From an optimization exercise on the open Yosys and OpenROAD flow, aimed at small area and a short achievable clock period; shortcuts taken in it are not production practice. The RTL was checked by simulation tests, not by an equivalence proof against the original design. No activity file was given, so power comes from the tool's default toggle rates.

## design.v

```verilog
module alu_bsel (rt, imm_x, use_imm, do_sub, bx);
  input  [31:0] rt, imm_x;
  input         use_imm, do_sub;
  output [31:0] bx;
  assign bx = use_imm ? imm_x : (rt ^ {32{do_sub}});
endmodule
module alu_shift (b, amt, left, arith, sel, shn);
  input  [31:0] b;
  input   [4:0] amt;
  input         left, arith, sel;
  output [31:0] shn;
  wire        fill = arith & b[31];
  wire [31:0] b_rev, x0, x1, x2, x3, x4, x5, x5_rev;
  genvar i;
  generate
    for (i = 0; i < 32; i = i + 1) begin : rev
      assign b_rev[i]  = b[31 - i];
      assign x5_rev[i] = x5[31 - i];
    end
  endgenerate
  assign x0 = left ? b_rev : b;
  assign x1 = amt[0] ? {fill, x0[31:1]} : x0;
  assign x2 = amt[1] ? {{2{fill}}, x1[31:2]} : x1;
  assign x3 = amt[2] ? {{4{fill}}, x2[31:4]} : x2;
  assign x4 = amt[3] ? {{8{fill}}, x3[31:8]} : x3;
  assign x5 = amt[4] ? {{16{fill}}, x4[31:16]} : x4;
  assign shn = ~({32{sel}} & (left ? x5_rev : x5));
endmodule
module alu_rest (a, b, sel_and, sel_or, sel_xor, sel_nor,
                 lui_val, sel_lui, pc4, sel_link, rdata, sel_lw, rest_n);
  input  [31:0] a, b, lui_val, pc4, rdata;
  input         sel_and, sel_or, sel_xor, sel_nor, sel_lui, sel_link, sel_lw;
  output [31:0] rest_n;
  assign rest_n = ~(({32{sel_and}} & (a & b)) |
                    ({32{sel_or}}  & (a | b)) |
                    ({32{sel_xor}} & (a ^ b)) |
                    ({32{sel_nor}} & ~(a | b)) |
                    ({32{sel_lui}} & lui_val) |
                    ({32{sel_link}} & pc4) |
                    ({32{sel_lw}} & rdata));
endmodule
module alu_slt (a31, b31, cout, sel_slt, sel_sltu, slt_n);
  input  a31, b31, cout, sel_slt, sel_sltu;
  output slt_n;
  wire ltu = !cout;                           
  wire lts = (a31 != b31) ? a31 : ltu;        
  assign slt_n = !((sel_slt & lts) | (sel_sltu & ltu));
endmodule
module alu (a, rt, imm_ext, use_imm, do_sub, sh_amt, sh_left, sh_arith,
            sel_sum, sel_sh, sel_and, sel_or, sel_xor, sel_nor, sel_slt, sel_sltu,
            lui_val, sel_lui, pc4, sel_link, rdata, sel_lw,
            y, sum);
  input  [31:0] a, rt, imm_ext;
  input         use_imm, do_sub;
  input   [4:0] sh_amt;
  input         sh_left, sh_arith;
  input         sel_sum, sel_sh, sel_and, sel_or, sel_xor, sel_nor, sel_slt, sel_sltu;
  input  [31:0] lui_val, pc4, rdata;
  input         sel_lui, sel_link, sel_lw;
  output [31:0] y;
  output [31:0] sum;
  wire [31:0] b = use_imm ? imm_ext : rt;
  wire [31:0] bx;
  alu_bsel bs(.rt(rt), .imm_x(imm_ext ^ {32{do_sub}}), .use_imm(use_imm),
              .do_sub(do_sub), .bx(bx));
  wire cout;
  adder32 add(.a(a), .b(bx), .cin(do_sub), .sum(sum), .cout(cout));
  wire [31:0] shn, rest_n, sum_n;
  alu_shift sh(.b(rt), .amt(sh_amt), .left(sh_left), .arith(sh_arith),
               .sel(sel_sh), .shn(shn));
  alu_rest rs(.a(a), .b(b), .sel_and(sel_and), .sel_or(sel_or), .sel_xor(sel_xor),
              .sel_nor(sel_nor), .lui_val(lui_val), .sel_lui(sel_lui),
              .pc4(pc4), .sel_link(sel_link), .rdata(rdata), .sel_lw(sel_lw),
              .rest_n(rest_n));
  wire slt_n;
  alu_slt sl(.a31(a[31]), .b31(b[31]), .cout(cout), .sel_slt(sel_slt),
             .sel_sltu(sel_sltu), .slt_n(slt_n));
  v_nand2 #(32) gs(.a(sum), .b({32{sel_sum}}), .y(sum_n));
  v_nand3 #(31) yh(.a(sum_n[31:1]), .b(shn[31:1]), .c(rest_n[31:1]), .y(y[31:1]));
  v_nand4 #(1)  yl(.a(sum_n[0]), .b(shn[0]), .c(rest_n[0]), .d(slt_n), .y(y[0]));
endmodule
module rdsel (idx, valid, sel);
  input   [4:0] idx;
  input  [31:1] valid;
  output [31:1] sel;
  wire [3:0] lo = 4'b0001 << idx[1:0];
  wire [7:0] hi = 8'b00000001 << idx[4:2];
  genvar k;
  generate
    for (k = 1; k < 32; k = k + 1) begin : s
      assign sel[k] = valid[k] & lo[k % 4] & hi[k / 4];
    end
  endgenerate
endmodule
module rdport (q, sel, y);
  input  [32*31-1:0] q;           
  input      [31:1]  sel;
  output     [31:0]  y;
  wire [31:0] g [0:10];           
  genvar j;
  generate
    for (j = 0; j < 10; j = j + 1) begin : grp
      v_a222oi ao(.a1({32{sel[3*j+1]}}), .b1(q[32*(3*j)   +: 32]),
                  .a2({32{sel[3*j+2]}}), .b2(q[32*(3*j+1) +: 32]),
                  .a3({32{sel[3*j+3]}}), .b3(q[32*(3*j+2) +: 32]),
                  .y(g[j]));
    end
  endgenerate
  v_nand2 last(.a({32{sel[31]}}), .b(q[32*30 +: 32]), .y(g[10]));
  wire [31:0] h0, h1, h2;
  v_nand4 n0(.a(g[0]), .b(g[1]), .c(g[2]), .d(g[3]), .y(h0));
  v_nand4 n1(.a(g[4]), .b(g[5]), .c(g[6]), .d(g[7]), .y(h1));
  v_nand3 n2(.a(g[8]), .b(g[9]), .c(g[10]), .y(h2));
  v_or3   o(.a(h0), .b(h1), .c(h2), .y(y));
endmodule
module rfnext (wen, nwen, wdata, q, d);
  input         wen, nwen;
  input  [31:0] wdata, q;
  output [31:0] d;
  assign d = ({32{wen}} & wdata) | ({32{nwen}} & q);
endmodule
module adder_g0n (a, b, cin, y);
  input a, b, cin;
  output y;
  assign y = ~((a & b) | ((a | b) & cin));
endmodule
module adder32 (a, b, cin, sum, cout);
  input  [31:0] a, b;
  input         cin;
  output [31:0] sum;
  output        cout;
  wire [31:0] g0n, t0n, gn_raw;
  v_nand2 bg(.a(a), .b(b), .y(gn_raw));
  v_nor2  bt(.a(a), .b(b), .y(t0n));
  wire g00n;
  adder_g0n b0(.a(a[0]), .b(b[0]), .cin(cin), .y(g00n));
  assign g0n = {gn_raw[31:1], g00n};
  wire [31:0] g1, t1;
  v_inv      #(1)  l1f(.a(g0n[0]), .y(g1[0]));
  v_o21ai    #(31) l1g(.a1(t0n[31:1]), .a2(g0n[30:0]), .b1(g0n[31:1]), .y(g1[31:1]));
  v_nor2     #(30) l1t(.a(t0n[31:2]), .b(t0n[30:1]), .y(t1[31:2]));
  assign t1[1:0] = 2'b00;           
  wire [31:0] g2n, t2n;
  v_inv      #(2)  l2f(.a(g1[1:0]), .y(g2n[1:0]));
  v_a21oi    #(30) l2g(.a1(t1[31:2]), .a2(g1[29:0]), .b1(g1[31:2]), .y(g2n[31:2]));
  v_nand2    #(28) l2t(.a(t1[31:4]), .b(t1[29:2]), .y(t2n[31:4]));
  assign t2n[3:0] = 4'hf;           
  wire [31:0] g3, t3;
  v_inv      #(4)  l3f(.a(g2n[3:0]), .y(g3[3:0]));
  v_o21ai    #(28) l3g(.a1(t2n[31:4]), .a2(g2n[27:0]), .b1(g2n[31:4]), .y(g3[31:4]));
  v_nor2     #(24) l3t(.a(t2n[31:8]), .b(t2n[27:4]), .y(t3[31:8]));
  assign t3[7:0] = 8'h00;           
  wire [31:0] g4n, t4n;
  v_inv      #(8)  l4f(.a(g3[7:0]), .y(g4n[7:0]));
  v_a21oi    #(24) l4g(.a1(t3[31:8]), .a2(g3[23:0]), .b1(g3[31:8]), .y(g4n[31:8]));
  v_nand2    #(16) l4t(.a(t3[31:16]), .b(t3[23:8]), .y(t4n[31:16]));
  assign t4n[15:0] = 16'hffff;      
  wire [31:0] g5;
  v_inv      #(16) l5f(.a(g4n[15:0]), .y(g5[15:0]));
  v_o21ai    #(16) l5g(.a1(t4n[31:16]), .a2(g4n[15:0]), .b1(g4n[31:16]), .y(g5[31:16]));
  wire [31:0] p;
  v_xor2 bp(.a(a), .b(b), .y(p));
  v_xor2 bs(.a(p), .b({g5[30:0], cin}), .y(sum));
  assign cout = g5[31];
endmodule
module v_inv #(parameter W = 32) (a, y);
  input  [W-1:0] a;
  output [W-1:0] y;
  assign y = ~a;
endmodule
module v_nand2 #(parameter W = 32) (a, b, y);
  input  [W-1:0] a, b;
  output [W-1:0] y;
  assign y = ~(a & b);
endmodule
module v_nor2 #(parameter W = 32) (a, b, y);
  input  [W-1:0] a, b;
  output [W-1:0] y;
  assign y = ~(a | b);
endmodule
module v_nand3 #(parameter W = 32) (a, b, c, y);
  input  [W-1:0] a, b, c;
  output [W-1:0] y;
  assign y = ~(a & b & c);
endmodule
module v_nand4 #(parameter W = 32) (a, b, c, d, y);
  input  [W-1:0] a, b, c, d;
  output [W-1:0] y;
  assign y = ~(a & b & c & d);
endmodule
module v_or3 #(parameter W = 32) (a, b, c, y);
  input  [W-1:0] a, b, c;
  output [W-1:0] y;
  assign y = a | b | c;
endmodule
module v_xor2 #(parameter W = 32) (a, b, y);
  input  [W-1:0] a, b;
  output [W-1:0] y;
  assign y = a ^ b;
endmodule
module v_a222oi #(parameter W = 32) (a1, b1, a2, b2, a3, b3, y);
  input  [W-1:0] a1, b1, a2, b2, a3, b3;
  output [W-1:0] y;
  assign y = ~((a1 & b1) | (a2 & b2) | (a3 & b3));
endmodule
module v_a21oi #(parameter W = 32) (a1, a2, b1, y);
  input  [W-1:0] a1, a2, b1;
  output [W-1:0] y;
  assign y = ~((a1 & a2) | b1);
endmodule
module v_o21ai #(parameter W = 32) (a1, a2, b1, y);
  input  [W-1:0] a1, a2, b1;
  output [W-1:0] y;
  assign y = ~((a1 | a2) & b1);
endmodule
module cpu (clk, reset,
            o_pc, i_instr,
            o_ram_addr, o_ram_wdata, o_ram_wen, i_ram_rdata,
            o_reg_wen, o_reg_widx, o_reg_wdata
);
  input clk;                     
  input reset;                   
  input  [31:0] i_instr;         
  input  [31:0] i_ram_rdata;     
  output [31:0]        o_pc;     
  output [31:0]  o_ram_addr;     
  output [31:0] o_ram_wdata;     
  output          o_ram_wen;     
  output          o_reg_wen;     
  output [4:0]   o_reg_widx;     
  output [31:0] o_reg_wdata;     
  wire [5:0]  op    = i_instr[31:26];
  wire [4:0]  rs    = i_instr[25:21];
  wire [4:0]  rt    = i_instr[20:16];
  wire [4:0]  rd    = i_instr[15:11];
  wire [4:0]  shamt = i_instr[10:6];
  wire [5:0]  fn    = i_instr[5:0];
  wire [15:0] imm   = i_instr[15:0];
  wire op_r     = (op == 6'b000000);
  wire op_regim = (op == 6'b000001);
  wire op_j     = (op == 6'b000010);
  wire op_jal   = (op == 6'b000011);
  wire op_beq   = (op == 6'b000100);
  wire op_bne   = (op == 6'b000101);
  wire op_blez  = (op == 6'b000110);
  wire op_bgtz  = (op == 6'b000111);
  wire op_addi  = (op[5:1] == 5'b00100);           
  wire op_slti  = (op == 6'b001010);
  wire op_sltiu = (op == 6'b001011);
  wire op_andi  = (op == 6'b001100);
  wire op_ori   = (op == 6'b001101);
  wire op_xori  = (op == 6'b001110);
  wire op_lui   = (op == 6'b001111);
  wire op_lw    = (op == 6'b100011);
  wire op_sw    = (op == 6'b101011);
  wire f_add  = op_r && (fn == 6'b100000 || fn == 6'b100001 || fn == 6'b001000);
  wire f_sub  = op_r && (fn == 6'b100010 || fn == 6'b100011);
  wire f_and  = op_r && (fn == 6'b100100);
  wire f_or   = op_r && (fn == 6'b100101);
  wire f_xor  = op_r && (fn == 6'b100110);
  wire f_nor  = op_r && (fn == 6'b100111);
  wire f_slt  = op_r && (fn == 6'b101010);
  wire f_sltu = op_r && (fn == 6'b101011);
  wire f_sll  = op_r && (fn == 6'b000000 || fn == 6'b000100);
  wire f_srl  = op_r && (fn == 6'b000010 || fn == 6'b000110);
  wire f_sra  = op_r && (fn == 6'b000011 || fn == 6'b000111);
  wire f_jr   = op_r && (fn == 6'b001000 || fn == 6'b001001);
  wire f_jalr = op_r && (fn == 6'b001001);
  wire f_shamt = op_r && (fn == 6'b000000 || fn == 6'b000010 || fn == 6'b000011);
  wire f_other = op_r && !(f_add || f_sub || f_and || f_or || f_xor || f_nor ||
                           f_slt || f_sltu || f_sll || f_srl || f_sra || f_jalr);
  wire link = f_jalr || (op_regim && rt[4]) || op_jal;
  assign o_ram_wen = op_sw;
  assign o_reg_wen = op_r || op_lw || op_addi || op_andi || op_ori || op_xori ||
                     op_slti || op_sltiu || op_lui || op_jal || (op_regim && rt[4]);
  assign o_reg_widx = link ? 5'd31 : (op_r ? rd : rt);
  reg  [31:1]       valid;
  wire [32*31-1:0]  rq;           
  wire [31:0] rs_val, rt_val;
  wire [31:1] rs_sel, rt_sel;
  genvar k;
  generate
    for (k = 1; k < 32; k = k + 1) begin : r
      reg  [31:0] data;
      wire [31:0] d;
      wire wen = o_reg_wen && (o_reg_widx == k);
      rfnext nx(.wen(wen), .nwen(!wen), .wdata(o_reg_wdata), .q(data), .d(d));
      always @(posedge clk)
        data <= d;
      always @(posedge clk or negedge reset)
        if (!reset) valid[k] <= 1'b0;
        else        valid[k] <= valid[k] | wen;
      assign rq[32*(k-1) +: 32] = data;
    end
  endgenerate
  rdsel rs_dec(.idx(rs), .valid(valid), .sel(rs_sel));
  rdsel rt_dec(.idx(rt), .valid(valid), .sel(rt_sel));
  rdport rs_port(.q(rq), .sel(rs_sel), .y(rs_val));
  rdport rt_port(.q(rq), .sel(rt_sel), .y(rt_val));
  wire use_imm  = op[5] | op[3];                   
  wire sext     = !(op[3] & op[2]);                
  wire [31:0] imm_ext = {{16{sext & imm[15]}}, imm};
  wire do_sub   = (op_r & fn[1]) | (!op[5] & op[1]);
  wire sel_slt  = f_slt || op_slti;
  wire sel_sltu = f_sltu || op_sltiu;
  wire [4:0] shift_amount = fn[2] ? rs_val[4:0] : shamt;
  reg  [31:0] pc;
  wire [29:0] pc4_hi = pc[31:2] + 30'd1;
  wire [31:0] pc4 = {pc4_hi, pc[1:0]};
  wire [29:0] br_hi = pc4_hi + {{14{imm[15]}}, imm};
  wire [31:0] br_target = {br_hi, pc[1:0]};
  wire rs_zero = (rs_val == 32'h0);
  wire rs_neg  = rs_val[31];
  wire eq      = (rs_val == rt_val);
  wire taken = (op_beq && eq) || (op_bne && !eq) ||
               (op_regim && (rt[0] ? !rs_neg : rs_neg)) ||
               (op_blez && (rs_neg || rs_zero)) ||
               (op_bgtz && !(rs_neg || rs_zero));
  wire [31:0] pc_next = f_jr ? rs_val :
                        (op_j || op_jal) ? {4'b0000, i_instr[25:0], 2'b00} :
                        taken ? br_target : pc4;
  always @(posedge clk or negedge reset)
    if (!reset) pc <= 32'h00400000;
    else        pc <= pc_next;
  wire [31:0] alu_sum;
  alu alua(.a(rs_val), .rt(rt_val), .imm_ext(imm_ext), .use_imm(use_imm),
           .do_sub(do_sub), .sh_amt(shift_amount), .sh_left(!fn[1]), .sh_arith(fn[0]),
           .sel_sum(f_add || f_sub || op_addi), .sel_sh(f_sll || f_srl || f_sra),
           .sel_and(f_and || f_other || op_andi), .sel_or(f_or || op_ori),
           .sel_xor(f_xor || op_xori), .sel_nor(f_nor),
           .sel_slt(sel_slt), .sel_sltu(sel_sltu),
           .lui_val({imm, 16'h0000}), .sel_lui(op_lui),
           .pc4(pc4), .sel_link(link), .rdata(i_ram_rdata), .sel_lw(op_lw),
           .y(o_reg_wdata), .sum(alu_sum));
  assign o_pc        = pc;
  assign o_ram_addr  = alu_sum;
  assign o_ram_wdata = rt_val;
endmodule
```

## run.sh

```bash
#!/bin/bash
# synth_recipe.tcl (not shown) runs the flow's synth.tcl, then flattens the netlist and writes it again
# the make line also repeats each setting of config.mk as NAME=value (left out here)
make -C /OpenROAD-flow-scripts/flow DESIGN_CONFIG=/design/flow/config.mk WORK_HOME=/design/flow/orfs CLKGATE_MAP_FILE= SYNTH_SCRIPT=/design/flow/synth_recipe.tcl finish
```

## config.mk

```make
export PLATFORM = sky130hd
export DESIGN_NAME = cpu
export DESIGN_NICKNAME = cpu
export VERILOG_FILES = /design/flow/design.v
export SDC_FILE = /design/flow/constraint.sdc
export NUM_CORES = 4
export LEC_CHECK = 0
export CAP_MARGIN = 40
export CORE_MARGIN = 2
export CORE_UTILIZATION = 30
export SETUP_SLACK_MARGIN = 5
export SLEW_MARGIN = 20
export SYNTH_HIERARCHICAL = 1
```

## constraint.sdc

```tcl
create_clock -name core_clock -period 15.0 [get_ports {clk}]
set_input_delay 3.0000 -clock core_clock [delete_from_list [all_inputs] [get_ports {clk}]]
set_output_delay 3.0000 -clock core_clock [all_outputs]
set_load 0.01 [all_outputs]
```

==> results of run 1 <==
==> registers in the layout, summed over array words and instances (netlist names) <==
signal  flops
pc         32
r.data    992
valid      31
==> stage by stage <==
step           setup WS, ps  cell area, sq um
2_1_floorplan          5000             55600
3_3_place_gp           1520             59900
3_5_place_dp           1600             60300
4_1_cts                4280             70700
5_1_grt                3990             72700
6_report               3770             72700
==> repair_timing <==
item,CTS,global route
pin swaps,331,172
resized for setup,1147,266
buffers inserted,273,110
endpoints found under the hold margin,0,0
gates cloned,41,1
endpoints found under the setup margin,91,64
==> critical path: stages <==
cell and delay (ps):
buf_4 190, nor3b_2 230, and3_4 240, a222oi_1 410, nand4_1 610, or3_4 650, mux2_8 350, buf_12 160
buf_8 140, mux4_2 320, buf_6 160, mux2i_2 180, mux4_2 380, nor2_4 40, o211ai_1 690, nand3_2 130
buf_6 190, buf_6 120
==> area by class of cell <==
class | instances | share of cell area, %
Tap cell | 2464 | 4.24
Sequential cell | 1055 | 29.5
Multi-Input combinational cell | 3867 | 47.8
Antenna cell | 14 | 0.0482
Clock inverter | 50 | 0.965
Timing Repair Buffer | 856 | 12.3
Inverter | 148 | 0.814
Clock buffer | 156 | 4.34
==> power breakdown <==
group	internal, mW	switching (mW)	total [mW]
Sequential	2.93	0.140	3.07
Clock	1.65	1.28	2.93
Combinational	0.632	0.883	1.52
Total	5.22	2.30	7.52
==> worst max-delay path by stage <==
stage | depth (start not counted) | to | startpoint | slack (ps)
floorplan | 15 | o_reg_wdata[0] | i_instr[23] | 5000
global placement | 16 | o_reg_wdata[22] | i_instr[24] | 1520
detailed placement | 17 | o_reg_wdata[16] | i_instr[24] | 1600
CTS | 18 | o_reg_wdata[27] | i_instr[22] | 4280
global route | 19 | o_reg_wdata[30] | i_instr[25] | 3990
finish | 18 | o_reg_wdata[30] | i_instr[21] | 3770
==> metal layers <==
layer / share of wire, % / vias up / track usage [%]
li1: - / 23743 / -
met1: 35 / 29650 / 38.8
met2: 39 / 5823 / 44.7
met3: 16 / 1421 / 14.3
met4: 9.4 / 26 / 23.2
met5: 0.085 / - / 0.494
==> summary.txt, run 1 <==
Status: no timing/DRC/antenna violations
Final setup viols: 0
Vias: 60663
Worst r2r dst: pc[31]$_DFF_PN0_
Grt ovf: 0
Max FO, Critical Path: 9
Drt pass-1 iters: 14
Total CTS buffers: 109
# hold bufs at CTS: 0
Min-Delay Startpoint: valid[30]$_DFF_PN0_
Final min period: 11230 ps
Non-filler cells, final: 8610
Most common cell after layout, fill and taps aside: dfxtp_1
HP Class: reg2reg
Hold Path Sink: valid[30]$_DFF_PN0_
Reg2reg setup slack: 8630 ps
Final #Nets: 6198
Period utilization: 74.9%
Final Hold Violating Endpoints: 0
Lkg Pwr: 28.2 nW
First-pass GRT wire length: 435000 um
CTS clk-pin slew, worst paths: 60 ps
GRT Overall Usage: 32.1%
Relative slew slack: 33.0%
Final core utilization: 39.7%
CP Capture Type: primary output
P per Cell Area: 103 nW/um^2
Die area: 188000 sq um
PortBufs: 200
Hold Path Cell Cnt: 1
Site row count: 157
Final hold slack: 487 ps
Routed wire length per instance: 37.1 um
Initial Utilization: 30.3%
H-tree levels: 3
Largest net degree at the start of global routing: 52
Reg2reg start: valid[13]$_DFF_PN0_
Gpl congestion: 1.02
Sequential cell area: 21400 sq um
CTS tree: built
Mapped Avg Cell Area: 10.4 sq um
CTS Root Cell: clkbuf_16
FF-to-FF path depth: 17
Critical path arrival: 8230 ps
Fill count: 17487
Core footprint: 183000 sq um
Worst Max-Slew Pin Slew: 1000 ps
FMAX: 89.0 MHz
Residual DRC: 0
RSZ-0062 raised after global routing: yes
Warning count from the yosys run: 8
CTS max path bufs: 3
Critical path class: in2out
Area growth syn-to-layout: 31.2%
Worst vdd ir: 0.120 mV
Slew Viols, Final: 0
Total Neg Setup Slack: 0 ps
IO Count: 201
Final Skew: 87.0 ps
Gate Count Post-Synth: 5337
Post-DP HPWL: 196000 um
Skew-Pair Late Insertion Delay: 810 ps
Initial antenna violation count: 22
CP Data Required Time: 12000 ps
Initial drt markers: 14975
Setup crit start kind: primary input
Vias/cell: 7.05
Final Power: 7.52 mW
Max-Cap Viols: 0
Vias in the first global route: 55387
Mapped Area: 55400 sq um
Die Height: 434 um
ANT nets after route: 0
Most frequent cells in the layout: dfxtp_1 (992), a22o_1 (934), a222oi_1 (674)
Layout cells sized above 1: 28.8%
Die Width: 434 um
Placed Cells incl. Taps: 7961
CTS sink cnt: 1055
Multi-input gate area: 34800 sq um
Routed Wire Length: 320000 um
==> inputs of run 2 (changes only) <==
--- a/design.v
+++ b/design.v
@@ -6,2 +6,19 @@
 endmodule
+module v_mux4 #(parameter W = 32) (d0, d1, d2, d3, s, y);
+  input  [W-1:0] d0, d1, d2, d3;
+  input    [1:0] s;
+  output [W-1:0] y;
+  assign y = s[1] ? (s[0] ? d3 : d2) : (s[0] ? d1 : d0);
+endmodule
+module v_mux2 #(parameter W = 32) (d0, d1, s, y);
+  input  [W-1:0] d0, d1;
+  input          s;
+  output [W-1:0] y;
+  assign y = s ? d1 : d0;
+endmodule
+module v_a22oi #(parameter W = 32) (a1, a2, b1, b2, y);
+  input  [W-1:0] a1, a2, b1, b2;
+  output [W-1:0] y;
+  assign y = ~((a1 & a2) | (b1 & b2));
+endmodule
 module alu_shift (b, amt, left, arith, sel, shn);
@@ -12,17 +29,15 @@
   wire        fill = arith & b[31];
-  wire [31:0] b_rev, x0, x1, x2, x3, x4, x5, x5_rev;
-  genvar i;
-  generate
-    for (i = 0; i < 32; i = i + 1) begin : rev
-      assign b_rev[i]  = b[31 - i];
-      assign x5_rev[i] = x5[31 - i];
-    end
-  endgenerate
-  assign x0 = left ? b_rev : b;
-  assign x1 = amt[0] ? {fill, x0[31:1]} : x0;
-  assign x2 = amt[1] ? {{2{fill}}, x1[31:2]} : x1;
-  assign x3 = amt[2] ? {{4{fill}}, x2[31:4]} : x2;
-  assign x4 = amt[3] ? {{8{fill}}, x3[31:8]} : x3;
-  assign x5 = amt[4] ? {{16{fill}}, x4[31:16]} : x4;
-  assign shn = ~({32{sel}} & (left ? x5_rev : x5));
+  wire [31:0] f = {32{fill}};
+  wire [31:0] r1, r2, r3, l1, l2, l3;
+  v_mux4 rm1(.d0(b), .d1({f[0], b[31:1]}), .d2({f[1:0], b[31:2]}),
+             .d3({f[2:0], b[31:3]}), .s(amt[1:0]), .y(r1));
+  v_mux4 rm2(.d0(r1), .d1({f[3:0], r1[31:4]}), .d2({f[7:0], r1[31:8]}),
+             .d3({f[11:0], r1[31:12]}), .s(amt[3:2]), .y(r2));
+  v_mux2 rm3(.d0(r2), .d1({f[15:0], r2[31:16]}), .s(amt[4]), .y(r3));
+  v_mux4 lm1(.d0(b), .d1({b[30:0], 1'b0}), .d2({b[29:0], 2'b0}),
+             .d3({b[28:0], 3'b0}), .s(amt[1:0]), .y(l1));
+  v_mux4 lm2(.d0(l1), .d1({l1[27:0], 4'b0}), .d2({l1[23:0], 8'b0}),
+             .d3({l1[19:0], 12'b0}), .s(amt[3:2]), .y(l2));
+  v_mux2 lm3(.d0(l2), .d1({l2[15:0], 16'b0}), .s(amt[4]), .y(l3));
+  v_a22oi o(.a1({32{sel & left}}), .a2(l3), .b1({32{sel & !left}}), .b2(r3), .y(shn));
 endmodule
--- a/config.mk
+++ b/config.mk
@@ -13 +13,2 @@
 export SYNTH_HIERARCHICAL = 1
+export TNS_END_PERCENT = 5
==> run 2 against run 1 <==
Effect of this change: die area is 1.8% higher; worst setup slack better by 130 ps; clock-buffer cell count is 6 higher; wire length is 10% lower; maximum frequency is 1.1% higher; via count is 6.8% lower; synthesized area is 1.8% higher; still clean on timing, DRC and antenna; largest cell class unchanged; final area is 7.0% lower; combinational power is 12% lower.
==> summary.txt, run 2 <==
Final setup viols: 0
Crit path buf inv count: 3
Non-filler cells, final: 8185
Most common cell after layout, fill and taps aside: dfxtp_1
RSZ-0062 raised after global routing: yes
Critical path arrival: 8110 ps
Skew-Pair Late Insertion Delay: 810 ps
GRT Overall Usage: 28.1%
Total Neg Setup Slack: 0 ps
IO Count: 201
Initial antenna violation count: 16
FMAX: 90.0 MHz
Initial drt markers: 13772
Most flop-heavy register: r.data
Relative slew slack: 36.8%
Status: no timing/DRC/antenna violations
Final hold slack: 481 ps
CP cell instances: buf_4 -> nor3_2 -> and3_2 -> buf_4 -> a222oi_1 -> nand4_1 -> or3_1 -> nor2_1 -> nor2_1 -> nand2_1 -> o21ai_1 -> a21oi_2 -> o21ai_2 -> xor2_2 -> nand2_2 -> nand3_4 -> clkdlybuf4s15_1
Placed Cells incl. Taps: 7859
Setup crit start kind: primary input
Die Width: 438 um
Site row count: 159
CTS sink cnt: 1055
Grt ovf: 0
CP Capture Type: primary output
Vias in the first global route: 51816
PortBufs: 200
Final min period: 11110 ps
CP peak stage delay: 800 ps
Slowest CP cell: or3_1
Vias: 56545
Slew Viols, Final: 0
Core footprint: 187000 sq um
CTS tree: built
Routed wire length per instance: 35.0 um
Final Skew: 80.0 ps
CP Data Required Time: 12000 ps
Biggest regs: r.data (992), pc (32), valid (31)
Mapped Avg Cell Area: 11.0 sq um
H-tree levels: 3
Post-DP HPWL: 187000 um
Critical path class: in2out
Mapped Area: 56500 sq um
Routed Wire Length: 286000 um
Initial Utilization: 30.1%
Die area: 192000 sq um
Area growth syn-to-layout: 19.9%
Final #Nets: 5747
First-pass GRT wire length: 397000 um
Largest net degree at the start of global routing: 50
Total CTS buffers: 113
ANT nets after route: 0
Residual DRC: 0
HP Class: reg2reg
Max-Cap Viols: 0
# hold bufs at CTS: 0
Worst vdd ir: 0.112 mV
CTS max path bufs: 3
Drt pass-1 iters: 14
Gate Count Post-Synth: 5139
P per Cell Area: 108 nW/um^2
Max FO, Critical Path: 18
Final setup margin: 3890 ps
Vias/cell: 6.91
CTS clk-pin slew, worst paths: 70 ps
Most frequent cells in the layout: dfxtp_1 (992), a22o_1 (933), a222oi_1 (672)
Critical path's top delay family: simple AND/OR/NAND/NOR gates
Lkg Pwr: 26.0 nW
Worst Max-Slew Pin Slew: 947 ps
Final core utilization: 36.1%
Gpl congestion: 1.01
Warning count from the yosys run: 8
Setup WS pre-CTS: 1590 ps
Period utilization: 74.1%
Max FFs per register: 992
Die Height: 438 um
Final Hold Violating Endpoints: 0
Layout cells sized above 1: 22.0%
CTS Root Cell: clkbuf_16
run 2: what timing repair did:
item                       4_1_cts  5_1_grt
setup buffers                   66       27
setup endpoints to repair       92       64
gates cloned                    13        1
gates resized for setup        398      101
pin swaps                      120       60
run 2: worst paths after layout:
| kind | from | end | slack [ps] | depth (start not counted) |
|---|---|---|---|---|
| min reg2reg | valid[31]$_DFF_PN0_ | valid[31]$_DFF_PN0_ | 480 | 1 |
| min in group asynchronous | reset | pc[1]$_DFFE_PN0P_ | 2320 | 2 |
| min | valid[31]$_DFF_PN0_ | valid[31]$_DFF_PN0_ | 480 | 1 |
| max reg2reg | valid[16]$_DFF_PN0_ | r[13].data[15]$_DFF_P_ | 9180 | 16 |
| max | i_instr[21] | o_reg_wdata[26] | 3890 | 17 |
| max in group asynchronous | reset | valid[3]$_DFF_PN0_ | 12090 | 3 |
run 2: per-layer routing:
metal	global-route usage, %	wire, um	vias to the layer above
li1	-	-	22556
met1	35.1	103000	27689
met2	40.4	116000	5168
met3	9.72	42600	1116
met4	19.7	25200	16
met5	0	108	-
run 2: final cells by class:
type | instances | area [sq um]
inverters | 142 | 536
fillers | 18369 | 120000
flip-flops and latches | 1055 | 21400
clock buffers | 162 | 3280
well taps | 2495 | 3120
diodes | 12 | 30.0
multi-input cells | 3716 | 33200
repair buffers | 558 | 5500
clock inverters | 45 | 536
run 2: stage by stage:
step	instance area, sq um	total power [mW]
6_report	67700	7.30
5_1_grt	67600	7.50
4_1_cts	67100	7.25
3_5_place_dp	61400	4.37
3_3_place_gp	60900	4.35
2_1_floorplan	56800	3.87
run 2: report_power, final:
| part | switching [mW] | internal, mW | total [mW] | leakage, nW |
|---|---|---|---|---|
| sequential | 0.145 | 2.93 | 3.08 | 8.79 |
| combinational | 0.788 | 0.552 | 1.34 | 15.4 |
| clock | 1.25 | 1.63 | 2.89 | 1.89 |
| total | 2.19 | 5.12 | 7.30 | 26.0 |
==> inputs of run 3 (changes only) <==
--- a/design.v
+++ b/design.v
@@ -23,2 +23,13 @@
 endmodule
+module v_mux2i #(parameter W = 32) (d0, d1, s, y);
+  input  [W-1:0] d0, d1;
+  input          s;
+  output [W-1:0] y;
+  assign y = ~(s ? d1 : d0);
+endmodule
+module v_o22a #(parameter W = 32) (a1, a2, b1, b2, y);
+  input  [W-1:0] a1, a2, b1, b2;
+  output [W-1:0] y;
+  assign y = (a1 | a2) & (b1 | b2);
+endmodule
 module alu_shift (b, amt, left, arith, sel, shn);
@@ -29,15 +40,18 @@
   wire        fill = arith & b[31];
-  wire [31:0] f = {32{fill}};
-  wire [31:0] r1, r2, r3, l1, l2, l3;
-  v_mux4 rm1(.d0(b), .d1({f[0], b[31:1]}), .d2({f[1:0], b[31:2]}),
-             .d3({f[2:0], b[31:3]}), .s(amt[1:0]), .y(r1));
-  v_mux4 rm2(.d0(r1), .d1({f[3:0], r1[31:4]}), .d2({f[7:0], r1[31:8]}),
-             .d3({f[11:0], r1[31:12]}), .s(amt[3:2]), .y(r2));
-  v_mux2 rm3(.d0(r2), .d1({f[15:0], r2[31:16]}), .s(amt[4]), .y(r3));
-  v_mux4 lm1(.d0(b), .d1({b[30:0], 1'b0}), .d2({b[29:0], 2'b0}),
-             .d3({b[28:0], 3'b0}), .s(amt[1:0]), .y(l1));
-  v_mux4 lm2(.d0(l1), .d1({l1[27:0], 4'b0}), .d2({l1[23:0], 8'b0}),
-             .d3({l1[19:0], 12'b0}), .s(amt[3:2]), .y(l2));
-  v_mux2 lm3(.d0(l2), .d1({l2[15:0], 16'b0}), .s(amt[4]), .y(l3));
-  v_a22oi o(.a1({32{sel & left}}), .a2(l3), .b1({32{sel & !left}}), .b2(r3), .y(shn));
+  wire [31:0] f  = {32{fill}};
+  wire [31:0] fn = {32{!fill}};
+  wire [31:0] one = 32'hffffffff;
+  wire [31:0] r1, r2, r3, r4, r5;
+  v_mux2i rm1(.d0(b),  .d1({f[0],     b[31:1]}),   .s(amt[0]), .y(r1));
+  v_mux2i rm2(.d0(r1), .d1({fn[1:0],  r1[31:2]}),  .s(amt[1]), .y(r2));
+  v_mux2i rm3(.d0(r2), .d1({f[3:0],   r2[31:4]}),  .s(amt[2]), .y(r3));
+  v_mux2i rm4(.d0(r3), .d1({fn[7:0],  r3[31:8]}),  .s(amt[3]), .y(r4));
+  v_mux2i rm5(.d0(r4), .d1({f[15:0],  r4[31:16]}), .s(amt[4]), .y(r5));
+  wire [31:0] l1, l2, l3, l4, l5;
+  v_mux2i lm1(.d0(b),  .d1({b[30:0],  1'b0}),       .s(amt[0]), .y(l1));
+  v_mux2i lm2(.d0(l1), .d1({l1[29:0], one[1:0]}),   .s(amt[1]), .y(l2));
+  v_mux2i lm3(.d0(l2), .d1({l2[27:0], 4'b0}),       .s(amt[2]), .y(l3));
+  v_mux2i lm4(.d0(l3), .d1({l3[23:0], one[7:0]}),   .s(amt[3]), .y(l4));
+  v_mux2i lm5(.d0(l4), .d1({l4[15:0], 16'b0}),      .s(amt[4]), .y(l5));
+  v_o22a o(.a1({32{!(sel & left)}}), .a2(l5), .b1({32{!(sel & !left)}}), .b2(r5), .y(shn));
 endmodule
@@ -56,14 +70,19 @@
 endmodule
-module alu_slt (a31, b31, cout, sel_slt, sel_sltu, slt_n);
-  input  a31, b31, cout, sel_slt, sel_sltu;
-  output slt_n;
-  wire ltu = !cout;                           
-  wire lts = (a31 != b31) ? a31 : ltu;        
-  assign slt_n = !((sel_slt & lts) | (sel_sltu & ltu));
+module v_o21a #(parameter W = 32) (a1, a2, b1, y);
+  input  [W-1:0] a1, a2, b1;
+  output [W-1:0] y;
+  assign y = (a1 | a2) & b1;
+endmodule
+module alu_slt_pre (a31, b31, sel_slt, sel_sltu, slt0_n, slt1_n);
+  input  a31, b31, sel_slt, sel_sltu;
+  output slt0_n, slt1_n;
+  assign slt0_n = !(sel_sltu | (sel_slt & ((a31 != b31) ? a31 : 1'b1)));
+  assign slt1_n = !(sel_slt & a31 & !b31);
 endmodule
-module alu (a, rt, imm_ext, use_imm, do_sub, sh_amt, sh_left, sh_arith,
+module alu (a, a_add, rt, rt_add, imm_ext, use_imm, do_sub, sh_amt, sh_left, sh_arith,
             sel_sum, sel_sh, sel_and, sel_or, sel_xor, sel_nor, sel_slt, sel_sltu,
             lui_val, sel_lui, pc4, sel_link, rdata, sel_lw,
-            y, sum);
+            y, y_int, sum);
   input  [31:0] a, rt, imm_ext;
+  input  [31:0] a_add, rt_add;     
   input         use_imm, do_sub;
@@ -74,3 +93,4 @@
   input         sel_lui, sel_link, sel_lw;
-  output [31:0] y;
+  output [31:0] y;                 
+  output [31:0] y_int;             
   output [31:0] sum;
@@ -78,6 +98,6 @@
   wire [31:0] bx;
-  alu_bsel bs(.rt(rt), .imm_x(imm_ext ^ {32{do_sub}}), .use_imm(use_imm),
+  alu_bsel bs(.rt(rt_add), .imm_x(imm_ext ^ {32{do_sub}}), .use_imm(use_imm),
               .do_sub(do_sub), .bx(bx));
   wire cout;
-  adder32 add(.a(a), .b(bx), .cin(do_sub), .sum(sum), .cout(cout));
+  adder32 add(.a(a_add), .b(bx), .cin(do_sub), .sum(sum), .cout(cout));
   wire [31:0] shn, rest_n, sum_n;
@@ -89,5 +109,6 @@
               .rest_n(rest_n));
-  wire slt_n;
-  alu_slt sl(.a31(a[31]), .b31(b[31]), .cout(cout), .sel_slt(sel_slt),
-             .sel_sltu(sel_sltu), .slt_n(slt_n));
+  wire slt0_n, slt1_n, slt_n;
+  alu_slt_pre sl(.a31(a[31]), .b31(b[31]), .sel_slt(sel_slt), .sel_sltu(sel_sltu),
+                 .slt0_n(slt0_n), .slt1_n(slt1_n));
+  v_o21a #(1) slo(.a1(cout), .a2(slt0_n), .b1(slt1_n), .y(slt_n));
   v_nand2 #(32) gs(.a(sum), .b({32{sel_sum}}), .y(sum_n));
@@ -95,2 +116,4 @@
   v_nand4 #(1)  yl(.a(sum_n[0]), .b(shn[0]), .c(rest_n[0]), .d(slt_n), .y(y[0]));
+  v_nand3 #(31) ih(.a(sum_n[31:1]), .b(shn[31:1]), .c(rest_n[31:1]), .y(y_int[31:1]));
+  v_nand4 #(1)  il(.a(sum_n[0]), .b(shn[0]), .c(rest_n[0]), .d(slt_n), .y(y_int[0]));
 endmodule
@@ -109,6 +132,6 @@
 endmodule
-module rdport (q, sel, y);
+module rdport (q, sel, y, y_add);
   input  [32*31-1:0] q;           
   input      [31:1]  sel;
-  output     [31:0]  y;
+  output     [31:0]  y, y_add;
   wire [31:0] g [0:10];           
@@ -124,7 +147,11 @@
   v_nand2 last(.a({32{sel[31]}}), .b(q[32*30 +: 32]), .y(g[10]));
-  wire [31:0] h0, h1, h2;
-  v_nand4 n0(.a(g[0]), .b(g[1]), .c(g[2]), .d(g[3]), .y(h0));
-  v_nand4 n1(.a(g[4]), .b(g[5]), .c(g[6]), .d(g[7]), .y(h1));
-  v_nand3 n2(.a(g[8]), .b(g[9]), .c(g[10]), .y(h2));
-  v_or3   o(.a(h0), .b(h1), .c(h2), .y(y));
+  wire [31:0] h0, h1, h2, h3, k0, k1;
+  v_nand3 n0(.a(g[0]), .b(g[1]), .c(g[2]), .y(h0));
+  v_nand3 n1(.a(g[3]), .b(g[4]), .c(g[5]), .y(h1));
+  v_nand3 n2(.a(g[6]), .b(g[7]), .c(g[8]), .y(h2));
+  v_nand2 n3(.a(g[9]), .b(g[10]), .y(h3));
+  v_nor2  m0(.a(h0), .b(h1), .y(k0));
+  v_nor2  m1(.a(h2), .b(h3), .y(k1));
+  v_nand2 o(.a(k0), .b(k1), .y(y));
+  v_nand2 oa(.a(k0), .b(k1), .y(y_add));
 endmodule
@@ -293,3 +320,3 @@
   wire [32*31-1:0]  rq;           
-  wire [31:0] rs_val, rt_val;
+  wire [31:0] rs_val, rt_val, rs_add, rt_add, wdata;
   wire [31:1] rs_sel, rt_sel;
@@ -301,3 +328,3 @@
       wire wen = o_reg_wen && (o_reg_widx == k);
-      rfnext nx(.wen(wen), .nwen(!wen), .wdata(o_reg_wdata), .q(data), .d(d));
+      rfnext nx(.wen(wen), .nwen(!wen), .wdata(wdata), .q(data), .d(d));
       always @(posedge clk)
@@ -312,4 +339,4 @@
   rdsel rt_dec(.idx(rt), .valid(valid), .sel(rt_sel));
-  rdport rs_port(.q(rq), .sel(rs_sel), .y(rs_val));
-  rdport rt_port(.q(rq), .sel(rt_sel), .y(rt_val));
+  rdport rs_port(.q(rq), .sel(rs_sel), .y(rs_val), .y_add(rs_add));
+  rdport rt_port(.q(rq), .sel(rt_sel), .y(rt_val), .y_add(rt_add));
   wire use_imm  = op[5] | op[3];                   
@@ -340,3 +367,3 @@
   wire [31:0] alu_sum;
-  alu alua(.a(rs_val), .rt(rt_val), .imm_ext(imm_ext), .use_imm(use_imm),
+  alu alua(.a(rs_val), .a_add(rs_add), .rt(rt_val), .rt_add(rt_add), .imm_ext(imm_ext), .use_imm(use_imm),
            .do_sub(do_sub), .sh_amt(shift_amount), .sh_left(!fn[1]), .sh_arith(fn[0]),
@@ -348,3 +375,3 @@
            .pc4(pc4), .sel_link(link), .rdata(i_ram_rdata), .sel_lw(op_lw),
-           .y(o_reg_wdata), .sum(alu_sum));
+           .y(o_reg_wdata), .y_int(wdata), .sum(alu_sum));
   assign o_pc        = pc;
==> flow/run.sh (new file) <==
#!/bin/bash
# The standard layout (standard.sh, with its unchanged synthesis), except
# that the port buffers are sky130_fd_sc_hd__buf_2 instead of the delay cell
# buffer_ports picks by default (timing repair still resizes them as needed).
# Each ORFS step keeps its own full log under orfs/logs/; make's output goes
# to make_finish.log in this folder.
set -euo pipefail
bash standard.sh "BUFFER_PORTS_ARGS=-buffer_cell sky130_fd_sc_hd__buf_2" finish > make_finish.log 2>&1
==> standard.sh (new file) <==
#!/bin/bash
# synth_recipe.tcl (not shown) runs the flow's synth.tcl, then flattens the netlist and writes it again
# the make line also repeats each setting of config.mk as NAME=value (left out here)
make -C /OpenROAD-flow-scripts/flow DESIGN_CONFIG=/design/flow/config.mk WORK_HOME=/design/flow/orfs CLKGATE_MAP_FILE= SYNTH_SCRIPT=/design/flow/synth_recipe.tcl "${@:-finish}"
--- a/config.mk
+++ b/config.mk
@@ -7,5 +7,6 @@
 export LEC_CHECK = 0
-export CAP_MARGIN = 40
+export CAP_MARGIN = 25
 export CORE_MARGIN = 2
 export CORE_UTILIZATION = 30
+export CTS_BUF_LIST = sky130_fd_sc_hd__clkbuf_8
 export SETUP_SLACK_MARGIN = 5
removed: run.sh
==> run 3 against run 2 <==
Effect of this change: sequential power about the same; critical path depth down 1; largest power group unchanged; largest cell class unchanged; still clean on timing, DRC and antenna; non-clock buffer count down 106; total power down 2.3%; highest routed layer unchanged; clock power down 6%.
==> summary.txt, run 3 <==
Core footprint: 188000 sq um
Grt ovf: 0
Min-Delay Startpoint: valid[12]$_DFF_PN0_
Setup crit start kind: primary input
CTS sink cnt: 1055
Final Hold Violating Endpoints: 0
Final setup viols: 0
Fill count: 18617
Mapped Area: 56500 sq um
Critical path arrival: 7130 ps
ANT nets after route: 0
Vias in the first global route: 52883
CTS tree: built
Mapped Avg Cell Area: 10.2 sq um
Total Neg Setup Slack: 0 ps
Placement Cell Area: 59500 sq um
Hold Path Cell Cnt: 1
Post-Layout Inst Area: 67300 sq um
Period utilization: 67.5%
Lkg Pwr: 27.8 nW
Placed Cells incl. Taps: 8172
Reg2reg start: valid[16]$_DFF_PN0_
Biggest regs: r.data (992), pc (32), valid (31)
Worst Max-Slew Pin Slew: 1080 ps
CTS max path bufs: 3
Initial Utilization: 30.1%
Most common cell after layout, fill and taps aside: dfxtp_1
FF-to-FF path depth: 15
Layout cells sized above 1: 22.7%
Vias: 57564
Status: no timing/DRC/antenna violations
Final Skew: 56.4 ps
Gpl congestion: 1.01
Initial antenna violation count: 16
Residual DRC: 0
Final #Nets: 6100
Site row count: 159
Largest net degree at the start of global routing: 55
Most frequent cells in the layout: dfxtp_1 (992), a22o_1 (933), a222oi_1 (672)
Die Height: 438 um
CP Capture Type: primary output
Routed Wire Length: 283000 um
CTS Root Cell: clkbuf_8
Slew Viols, Final: 0
Worst r2r dst: pc[31]$_DFF_PN0_
Routed wire length per instance: 33.0 um
Area growth syn-to-layout: 19.0%
RSZ-0062 raised after global routing: yes
# hold bufs at CTS: 0
IO Count: 201
Die area: 192000 sq um
Final min period: 10130 ps
Non-filler cells, final: 8572
Drt pass-1 iters: 13
Max FFs per register: 992
Most flop-heavy register: r.data
Total CTS buffers: 170
PortBufs: 200
Gate Count Post-Synth: 5560
Die Width: 438 um
First-pass GRT wire length: 388000 um
P per Cell Area: 106 nW/um^2
Max FO, Critical Path: 32
Worst vdd ir: 0.0954 mV
Hold Path Sink: valid[12]$_DFF_PN0_
HP Class: reg2reg
Relative slew slack: 27.5%
H-tree levels: 4
GRT Overall Usage: 27.3%
Max-Cap Viols: 0
Initial drt markers: 13231
Post-DP HPWL: 175000 um
Vias/cell: 6.72
CTS clk-pin slew, worst paths: 60 ps
FMAX: 98.8 MHz
CP Data Required Time: 12000 ps
Reg2reg setup slack: 9190 ps
Critical path class: in2out
Warning count from the yosys run: 8
Skew-Pair Late Insertion Delay: 930 ps
-- run 3: worst max path at each step --
stage	start	end	slack [ps]	cells after the start
finish	i_instr[17]	o_reg_wdata[28]	4870	16
global route	i_instr[24]	o_reg_wdata[0]	4890	16
CTS	i_instr[20]	o_reg_wdata[23]	4930	21
detailed placement	i_instr[29]	o_reg_wdata[26]	3550	20
global placement	i_instr[29]	o_reg_wdata[26]	3660	20
floorplan	i_instr[29]	o_reg_wdata[22]	5470	14
-- run 3: routing by layer --
layer / share of wire, % / wire (um) / up-vias / track usage, %
li1: - / - / 23431 / -
met1: 37 / 106000 / 28315 / 35.0
met2: 41 / 116000 / 4821 / 39.0
met3: 14 / 40300 / 989 / 8.83
met4: 7.6 / 21500 / 8 / 18.0
met5: 0.021 / 60 / - / 0
-- run 3: power by group --
| group | internal [mW] | switching, mW | leakage (nW) |
|---|---|---|---|
| Combinational | 0.489 | 0.845 | 16.9 |
| Clock | 1.45 | 1.28 | 2.06 |
| Sequential | 2.93 | 0.135 | 8.79 |
| Total | 4.87 | 2.26 | 27.8 |
-- run 3: what timing repair did --
| action | CTS | global route |
|---|---|---|
| endpoints found under the hold margin | 0 | 0 |
| pin swaps | 102 | 203 |
| gates cloned | 7 | 10 |
| gates resized for setup | 338 | 410 |
| endpoints found under the setup margin | 64 | 57 |
| setup buffers | 31 | 37 |
-- run 3: layout make-up --
type | instances | area (sq um) | area share [%]
Antenna cell | 7 | 17.5 | 0.0260
Clock buffer | 225 | 3100 | 4.60
Clock inverter | 78 | 574 | 0.853
Inverter | 141 | 532 | 0.790
Multi-Input combinational cell | 4119 | 34500 | 51.2
Sequential cell | 1055 | 21400 | 31.9
Tap cell | 2495 | 3120 | 4.64
Timing Repair Buffer | 452 | 4050 | 6.01
-- run 3: through the flow --
step | utilization, % | power [mW] | setup slack (ps) | hold slack, ps
after global routing | 35.9 | 7.33 | 4890 | 506
final | 35.9 | 7.13 | 4870 | 485
after global placement | 31.5 | 4.28 | 3660 | 466
after CTS | 34.6 | 7.02 | 4930 | 478
after floorplan | - | 3.87 | 5470 | 439
after detailed placement | 31.7 | 4.31 | 3550 | 460
-- run 3: worst max-delay path, cell delays in order --
cell and delay [ps]:
buf_4 180, nor3b_4 200, and3_1 190, buf_6 230, a222oi_1 430, nand3_2 300
nor2_4 330, nand2_1 490, mux2i_1 350, mux2i_1 140, mux2i_1 220, mux2i_1 130
mux2i_1 260, o22a_2 320, nand3_2 140, buf_2 170
==> inputs of run 4 (changes only) <==
--- a/config.mk
+++ b/config.mk
@@ -10,3 +10,5 @@
 export CORE_UTILIZATION = 30
-export CTS_BUF_LIST = sky130_fd_sc_hd__clkbuf_8
+export CTS_BUF_LIST = sky130_fd_sc_hd__clkbuf_16
+export CTS_CLUSTER_DIAMETER = 85
+export CTS_CLUSTER_SIZE = 22
 export SETUP_SLACK_MARGIN = 5
==> run 4 against run 3 <==
Effect of this change: still clean on timing, DRC and antenna; clock-buffer cell count is 167 lower; clock power shrank 34%; cell count shrank 2.6%; total power is 13% lower; final area decreased by 2.7%; non-clock buffer count is 4 higher; largest power group unchanged.
==> summary.txt, run 4 <==
Final Hold Violating Endpoints: 0
Initial antenna violation count: 11
Most frequent cells in the layout: dfxtp_1 (992), a22o_1 (933), a222oi_1 (672)
Period utilization: 68.2%
CTS max path bufs: 3
Largest net degree at the start of global routing: 55
Mapped Area: 56500 sq um
Routed Wire Length: 281000 um
Die Height: 438 um
Drt pass-1 iters: 15
Status: no timing/DRC/antenna violations
Final Skew: 38.7 ps
# hold bufs at CTS: 0
Biggest regs: r.data (992), pc (32), valid (31)
Setup crit start kind: primary input
Die Width: 438 um
Final setup margin: 4770 ps
Slew Viols, Final: 0
CP Data Required Time: 12000 ps
Most common cell after layout, fill and taps aside: dfxtp_1
Reg2reg start: valid[16]$_DFF_PN0_
RSZ-0062 raised after global routing: yes
Gate Count Post-Synth: 5560
Site row count: 159
Initial drt markers: 12739
Final #Nets: 5992
CTS Root Cell: clkbuf_16
Initial Utilization: 30.1%
Total CTS buffers: 58
IO Count: 201
Min-Delay Startpoint: valid[2]$_DFF_PN0_
Max FFs per register: 992
Relative slew slack: 30.2%
Grt ovf: 0
CTS tree: built
Gpl congestion: 1.01
Vias/cell: 6.76
Core footprint: 188000 sq um
ANT nets after route: 0
CP Capture Type: primary output
Skew-Pair Late Insertion Delay: 740 ps
Setup WS pre-CTS: 3550 ps
P per Cell Area: 94.6 nW/um^2
Post-DP HPWL: 175000 um
FMAX: 97.8 MHz
Worst vdd ir: 0.0974 mV
Max FO, Critical Path: 16
Final setup viols: 0
Vias in the first global route: 51640
Placement Cell Area: 59500 sq um
Post-Layout Inst Area: 65500 sq um
First-pass GRT wire length: 383000 um
Most flop-heavy register: r.data
Final core utilization: 34.9%
Fill count: 18700
Residual DRC: 0
Critical path arrival: 7230 ps
Area growth syn-to-layout: 15.8%
GRT Overall Usage: 26.9%
Worst Max-Slew Pin Slew: 1040 ps
Max-Cap Viols: 0
H-tree levels: 2
Die area: 192000 sq um
PortBufs: 200
Worst Setup SP: i_instr[18]
Vias: 56419
Total Neg Setup Slack: 0 ps
Final min period: 10230 ps
Warning count from the yosys run: 8
Mapped Avg Cell Area: 10.2 sq um
Routed wire length per instance: 33.6 um
Layout cells sized above 1: 20.5%
CTS clk-pin slew, worst paths: 100 ps
HP Class: reg2reg
CTS sink cnt: 1055
Critical path class: in2out
Lkg Pwr: 26.6 nW
[run 4: report_power, final]
part | internal, mW | total, mW | switching [mW]
Sequential | 2.93 | 3.06 | 0.134
Combinational | 0.489 | 1.33 | 0.845
Clock | 0.754 | 1.80 | 1.04
Total | 4.17 | 6.20 | 2.02
[run 4: layout make-up]
| type | count | area, sq um | area share (%) |
|---|---|---|---|
| multi-input combinational | 4119 | 34500 | 52.7 |
| sequential | 1055 | 21400 | 32.7 |
| timing repair buffer | 456 | 4150 | 6.34 |
| tap | 2495 | 3120 | 4.77 |
| clock buffer | 58 | 1450 | 2.22 |
| inverter | 141 | 532 | 0.812 |
| clock inverter | 21 | 277 | 0.422 |
| antenna | 6 | 15.0 | 0.0229 |
[run 4: what timing repair did]
action,in CTS,in global routing
endpoints found under the hold margin,0,0
buffers inserted,35,33
gates cloned,7,14
resized for setup,360,398
endpoints found under the setup margin,64,57
pin swaps,116,198
[run 4: worst max-delay path, stage by stage]
cell and delay (ps):
buf_6 170, and3b_2 280, and3_4 230, clkbuf_16 220, a222oi_1 380, nand3_2 250, nor2_4 360, buf_4 170
buf_4 100, nand2_2 290, mux2i_2 310, mux2i_1 140, mux2i_1 190, mux2i_1 120, mux2i_1 230, o22a_1 310
nand3_1 220, buf_2 200
[run 4: worst paths after layout]
check / endpoint / slack, ps / cells past startpoint
setup reg to reg: pc[31]$_DFF_PN0_ / 9100 / 15
max in group asynchronous: valid[25]$_DFF_PN0_ / 11630 / 2
hold / removal: valid[2]$_DFF_PN0_ / 490 / 1
setup / recovery: o_reg_wdata[2] / 4770 / 18
hold reg to reg: valid[2]$_DFF_PN0_ / 490 / 1
min in group asynchronous: pc[5]$_DFF_PN0_ / 2210 / 1
[run 4: routing by layer]
layer / GRT usage [%] / up-vias / routed length [um]
met2: 39.0 / 4560 / 114000
li1: - / 23135 / -
met1: 34.9 / 27795 / 106000
met3: 7.88 / 923 / 39300
met5: 0.124 / - / 49
met4: 16.6 / 6 / 21300
[run 4: stage by stage]
stage / instances / hold slack [ps] / total power, mW
3_3_place_gp: 8157 / 466 / 4.28
6_report: 8351 / 495 / 6.20
5_1_grt: 8346 / 515 / 6.37
2_1_floorplan: 5604 / 439 / 3.87
4_1_cts: 8293 / 486 / 6.09
3_5_place_dp: 8172 / 460 / 4.31
==> inputs of run 5 (changes only) <==
==> run.sh (new file) <==
#!/bin/bash
# synth_recipe.tcl (not shown) runs the flow's synth.tcl, then flattens the netlist and writes it again
# the make line also repeats each setting of config.mk as NAME=value (left out here)
make -C /OpenROAD-flow-scripts/flow DESIGN_CONFIG=/design/flow/config.mk WORK_HOME=/design/flow/orfs CLKGATE_MAP_FILE= SYNTH_SCRIPT=/design/flow/synth_recipe.tcl finish
--- a/config.mk
+++ b/config.mk
@@ -10,5 +10,3 @@
 export CORE_UTILIZATION = 30
-export CTS_BUF_LIST = sky130_fd_sc_hd__clkbuf_16
-export CTS_CLUSTER_DIAMETER = 85
-export CTS_CLUSTER_SIZE = 22
+export CTS_BUF_LIST = sky130_fd_sc_hd__clkbuf_8
 export SETUP_SLACK_MARGIN = 5
removed: flow/run.sh
removed: standard.sh
==> run 5 against run 4 <==
Effect of this change: highest routed layer is now met4; final area increased by 5.0%; register-to-register slack got worse by 130 ps; die area unchanged; still clean on timing, DRC and antenna; synthesized area unchanged; hold slack got worse by 21 ps; utilization increased by 1.7 points; global-route usage increased by 1.3 points; largest power group unchanged; maximum frequency decreased by 2.3%; clock-buffer cell count increased by 155; combinational power increased by 5%; critical path type unchanged.
==> summary.txt, run 5 <==
Status: no timing/DRC/antenna violations
Placed Cells incl. Taps: 8189
Vias/cell: 6.67
Non-filler cells, final: 8650
Initial antenna violation count: 10
CTS max path bufs: 3
Initial Utilization: 30.1%
Fill count: 18684
Post-DP HPWL: 178000 um
Routed wire length per instance: 33.4 um
Area growth syn-to-layout: 21.6%
Largest net degree at the start of global routing: 69
Max FO, Critical Path: 16
Most used cell, CP: mux2i_1
Die area: 192000 sq um
Slowest CP cell: a222oi_1
Worst Max-Slew Pin Slew: 1120 ps
Routed Wire Length: 289000 um
Critical path's top delay family: simple AND/OR/NAND/NOR gates
Die Width: 438 um
GRT Overall Usage: 28.2%
Max FFs per register: 992
Final hold slack: 474 ps
CP cell instances: buf_4 -> buf_8 -> and3b_2 -> and3_4 -> bufbuf_16 -> a222oi_1 -> nand3_2 -> nor2_4 -> buf_4 -> nand2_2 -> mux2i_1 -> mux2i_1 -> mux2i_1 -> buf_4 -> mux2i_1 -> mux2i_1 -> o22a_1 -> nand3_2 -> dlygate4sd2_1
CTS clk-pin slew, worst paths: 60 ps
Worst vdd ir: 0.0733 mV
Total Neg Setup Slack: 0 ps
RSZ-0062 raised after global routing: yes
Lkg Pwr: 28.1 nW
First-pass GRT wire length: 398000 um
Initial drt markers: 12890
Core footprint: 188000 sq um
ANT nets after route: 0
Vias: 57673
IO Count: 201
CP peak stage delay: 350 ps
Critical path arrival: 7470 ps
Die Height: 438 um
HP Class: reg2reg
Final Power: 7.16 mW
CTS tree: built
Mapped Area: 56500 sq um
Final core utilization: 36.6%
Site row count: 159
CP Capture Type: primary output
Final Skew: 60.3 ps
Final min period: 10470 ps
Relative slew slack: 24.9%
P per Cell Area: 104 nW/um^2
Most common cell after layout, fill and taps aside: dfxtp_1
Most flop-heavy register: r.data
Total CTS buffers: 172
Layout cells sized above 1: 20.5%
Final #Nets: 6182
PortBufs: 200
Setup crit start kind: primary input
Grt ovf: 0
Skew-Pair Late Insertion Delay: 940 ps
Gate Count Post-Synth: 5560
Slew Viols, Final: 0
Period utilization: 69.8%
Critical path class: in2out
Warning count from the yosys run: 8
Mapped Avg Cell Area: 10.2 sq um
H-tree levels: 4
Residual DRC: 0
Max-Cap Viols: 0
Crit path buf inv count: 6
FMAX: 95.5 MHz
CTS Root Cell: clkbuf_8
Final setup viols: 0
Final Hold Violating Endpoints: 0
Biggest regs: r.data (992), pc (32), valid (31)
CTS sink cnt: 1055
Most frequent cells in the layout: dfxtp_1 (992), a22o_1 (933), a222oi_1 (672)
CP Data Required Time: 12000 ps
Drt pass-1 iters: 12
Vias in the first global route: 53499
Gpl congestion: 1.02
## run 5: changes by cell type in the layout (fill, tap and decap cells not counted), sizes merged, moves of 22 or more
cell	before	now
buf	442	335
clkbuf	71	217
clkdlybuf4s50	0	130
clkinv	16	38
dlygate4sd2	0	45
inv	144	178
## run 5: worst paths after layout
path                            cells past startpoint                   to  slack (ps)           startpoint
min in group asynchronous                           2      pc[4]$_DFF_PN0_        2040                reset
worst min register to register                      1   valid[4]$_DFF_PN0_         470   valid[4]$_DFF_PN0_
worst min-delay path                                1   valid[4]$_DFF_PN0_         470   valid[4]$_DFF_PN0_
worst max register to register                     15     pc[31]$_DFF_PN0_        8970  valid[17]$_DFF_PN0_
max in group asynchronous                           3  valid[29]$_DFF_PN0_       12270                reset
worst max-delay path                               19       o_reg_wdata[8]        4530          i_instr[20]
## run 5: cell type report
type	instances	area [sq um]	share of cell area [%]
Multi-Input combinational cell	4127	34600	50.3
Sequential cell	1055	21400	31.2
Timing Repair Buffer	524	5440	7.91
Tap cell	2495	3120	4.54
Clock buffer	213	2930	4.26
Clock inverter	89	681	0.990
Inverter	141	532	0.773
Antenna cell	6	15.0	0.0218
## run 5: routing by layer
layer | global-route usage [%] | vias to the layer above | wire [um]
li1 | - | 23599 | -
met1 | 36.2 | 28172 | 108000
met2 | 40.1 | 4908 | 117000
met3 | 9.20 | 994 | 40700
met4 | 18.7 | 0 | 23000
met5 | 0 | - | 0
## run 5: repair_timing
item,CTS,global route
gates cloned,22,4
hold buffers,0,0
pin swaps,216,91
setup buffers,97,26
endpoints found under the setup margin,96,63
gates resized for setup,763,82
## run 5: power by group
group / switching [mW] / internal (mW) / total (mW) / leakage (nW)
logic: 0.853 / 0.551 / 1.40 / 17.3
registers: 0.128 / 2.93 / 3.06 / 8.79
clock network: 1.27 / 1.43 / 2.70 / 2.02
## run 5: per-stage QoR
stage	area (sq um)	setup slack, ps
after floorplan	56700	5470
after global placement	60300	2620
after detailed placement	60600	2440
after CTS	68000	4830
after global routing	68700	4580
final	68800	4530

## separate check: timing with driven ports
How much do the figures lean on ideal ports? The routed layouts below were timed once more, with nothing changed but the port constraints. Step 1: set_driving_cell puts a clkbuf_16 on clk and a buf_2 on each other input, an assumption about the parent block. Step 2 adds t to the input delays and takes it off the output delays; t is the mean of the earliest and latest rising clock arrival at the registers after step 1. Input paths then give back, and output paths get back, about the clock's delay inside the block. Three values: ideal, step 1, step 2; two values: the first two.
run	t (ns)	setup slack, ns	worst hold slack (ns)	clock arrival spread, ns	worst register clock-pin slew, ns
run 1	0.857	3.766 / 3.698 / 3.698	0.487 / 0.487 / 0.487	0.087 / 0.087	0.07 / 0.07
run 2	0.840	3.892 / 3.823 / 3.823	0.481 / 0.481 / 0.481	0.080 / 0.080	0.07 / 0.07
run 3	0.970	4.874 / 4.830 / 4.830	0.485 / 0.485 / 0.485	0.057 / 0.057	0.08 / 0.08
run 4	0.798	4.774 / 4.729 / 4.729	0.495 / 0.495 / 0.495	0.039 / 0.038	0.10 / 0.10
run 5	0.980	4.532 / 4.493 / 4.493	0.474 / 0.474 / 0.474	0.060 / 0.060	0.07 / 0.07
After both steps every run listed still meets setup and hold. The setup slack of run 2, which loses most, moves by -0.069 ns with the drivers and by -0.069 ns with both steps.
